Background: an optimization exercise with open tools, aiming at small area. Do not read the settings as production practice.
Where RTL was checked, it was by simulation tests only, not by an equivalence proof against the original.
Power is estimated from default activity; no workload was simulated.

## maple
==> flow/design.v (excerpt) <==
module blinking_led
   #(parameter W = 4)
   (
    input  logic clk,
    input  logic reset,
    input  logic cs,
    input  logic read,
    input  logic write,
    input  logic [4:0] addr,
    input  logic [31:0] wr_data,
    output logic [31:0] rd_data,
    output logic [W-1:0] led_out
   );
Size in the first run: about 900 cells after synthesis, about 0.012 mm2 of cells after synthesis.
clock: 10.0 ns
lec_check: 0
cap_margin: 20
core_margin: 2
core_utilization: 40
slew_margin: 20
standard.sh (not shown) runs the stock make flow with config.mk's settings and CLKGATE_MAP_FILE= SYNTH_SCRIPT=/design/flow/synth_recipe.tcl, a recipe that flattens the netlist after the stock synthesis.
==> flow/flow/run.sh <==
#!/bin/bash
# Own layout flow: the standard flow with the standard synthesis unchanged, plus
#  - polopt.py: after synthesis, the full adders' polarities are chosen so that fewer
#    inverters sit between them (same logic function, same registers);
#  - the port buffers made of the smallest buffer cell (buf_1) instead of the flow's pick;
#  - the clock tree built from clkbuf_16 in clusters of up to 25 sinks, without dummy loads.
# Each tool's output goes to a log file of its own in this folder.
set -euo pipefail
R="$PWD/orfs/results/$FLOW_PLATFORM/blinking_led/base"
bash standard.sh "$R/1_2_yosys.v" > make_synth.log 2>&1
cp "$R/1_2_yosys.v" "$R/1_2_yosys_standard.v"
python3 flow/polopt.py "$R/1_2_yosys_standard.v" "$R/1_2_yosys.v" > polopt.log 2>&1
bash standard.sh \
  "BUFFER_PORTS_ARGS=-buffer_cell sky130_fd_sc_hd__buf_1" \
  "CTS_ARGS=-sink_clustering_enable -repair_clock_nets -sink_clustering_size 25 -sink_clustering_max_diameter 100 -buf_list sky130_fd_sc_hd__clkbuf_16 -dont_use_dummy_load" \
  finish > make_finish.log 2>&1
Other scripts of this flow, unchanged in this note and not shown: flow/flow/polopt.py
In maple the implementation ran to completion but is not tape-out ready, as the final checks report setup timing.
diff inputs: maple => willow
-- flow/design.v --
<<< maple, line 266
   logic s205;
   logic c206;
   assign s1 = x[10] ^ x[8];
   assign c2 = x[10] & x[8];
>>> willow, line 266
   logic s205;
   logic c206;
   logic q207;
   logic p208;
   logic q209;
   logic p210;
   logic q211;
   logic p212;
   logic q213;
   logic p214;
   logic q215;
   logic p216;
   logic q217;
   logic p218;
   logic q219;
   assign s1 = x[10] ^ x[8];
   assign c2 = x[10] & x[8];
<<< maple, line 456
   assign s189 = s139 ^ c138 ^ c188;
   assign c190 = (s139 & c138) | (s139 & c188) | (c138 & c188);
   assign s191 = s141 ^ c140 ^ c190;
   assign c192 = (s141 & c140) | (s141 & c190) | (c140 & c190);
   assign s193 = s143 ^ c142 ^ c192;
   assign c194 = (s143 & c142) | (s143 & c192) | (c142 & c192);
>>> willow, line 469
   assign s189 = s139 ^ c138 ^ c188;
   assign c190 = (s139 & c138) | (s139 & c188) | (c138 & c188);
   assign s191 = s141 ^ c140;
   assign c192 = s141 & c140;
   assign s193 = s143 ^ c142 ^ c192;
   assign c194 = (s143 & c142) | (s143 & c192) | (c142 & c192);
<<< maple, line 472
   assign s205 = s155 ^ c154 ^ c204;
   assign c206 = (s155 & c154) | (s155 & c204) | (c154 & c204);
   assign y[0] = x[0];
   assign y[1] = x[1];
>>> willow, line 485
   assign s205 = s155 ^ c154 ^ c204;
   assign c206 = (s155 & c154) | (s155 & c204) | (c154 & c204);
   assign y[19] = s191 ^ c190;
   assign q207 = c190 & s191;
   assign y[20] = s193 ^ q207;
   assign p208 = s191 & s193;
   assign q209 = c190 & p208;
   assign y[21] = s195 ^ q209;
   assign p210 = p208 & s195;
   assign q211 = c190 & p210;
   assign y[22] = s197 ^ q211;
   assign p212 = p210 & s197;
   assign q213 = c190 & p212;
   assign y[23] = s199 ^ q213;
   assign p214 = p212 & s199;
   assign q215 = c190 & p214;
   assign y[24] = s201 ^ q215;
   assign p216 = p214 & s201;
   assign q217 = c190 & p216;
   assign y[25] = s203 ^ q217;
   assign p218 = p216 & s203;
   assign q219 = c190 & p218;
   assign y[26] = s205 ^ q219;
   assign y[0] = x[0];
   assign y[1] = x[1];
<<< maple, line 491
   assign y[17] = s187;
   assign y[18] = s189;
   assign y[19] = s191;
   assign y[20] = s193;
   assign y[21] = s195;
   assign y[22] = s197;
   assign y[23] = s199;
   assign y[24] = s201;
   assign y[25] = s203;
   assign y[26] = s205;
   assign rd_data = 32'd0;
   genvar i;
>>> willow, line 525
   assign y[17] = s187;
   assign y[18] = s189;
   assign rd_data = 32'd0;
   genvar i;
- The flow did not stop early for willow: all stages ran, and the layout cleared the timing, design-rule and antenna checks.
- Looking at cell area after layout, willow sits above maple.
- Sum of met2 wire segment lengths after detailed routing grows by a little under 10% when moving from maple to willow.
- Comparing maple and willow, relative area change from synthesis to final layout is lower on willow.
- Going from maple to willow, the worst-case setup margin in the final layout was found to have gone up by 470 ps.
- | routed wire length | willow vs maple | 1400 um higher |
- Summary of willow over maple: post-route clock skew went down by 14 ps; via count up about 6.5%.
- Higher area share of buffers outside the clock network goes to maple over willow.
- Total congestion overflow after global routing: maple vs willow identical
- Going from maple to willow, synthesized area grows by 1.7%.
- Diff maple and willow: cell area power density higher in willow
For maple, only the layout was checked, not whether the RTL still works.

==> separate check: timing with driven ports <==
The results above use ideal ports. As a check the final layouts listed here were re-extracted and re-timed, cells and wires unchanged.
Step 1 assumes that a clkbuf_16 drives the clock port and a buf_2 every other input.
Step 2 times the ports against the registers' clock, not the clock port: input delays grow and output delays shrink by t, the midpoint of the rising clock arrivals with the driver on.
Slacks: ideal ports / drivers / drivers and shift; pairs: ideal ports / drivers.
run	shift t [ns]	slack for setup (ns)	worst setup path after step 2
maple	0.516	-0.118 / -0.106 / -0.622	input to register
willow	0.514	0.348 / 0.371 / -0.143	input to register
Met with ideal ports but missed after step 2: setup timing in willow. For maple, which loses most, drivers alone change the setup slack by +0.012 ns; drivers and shift together by -0.504 ns.
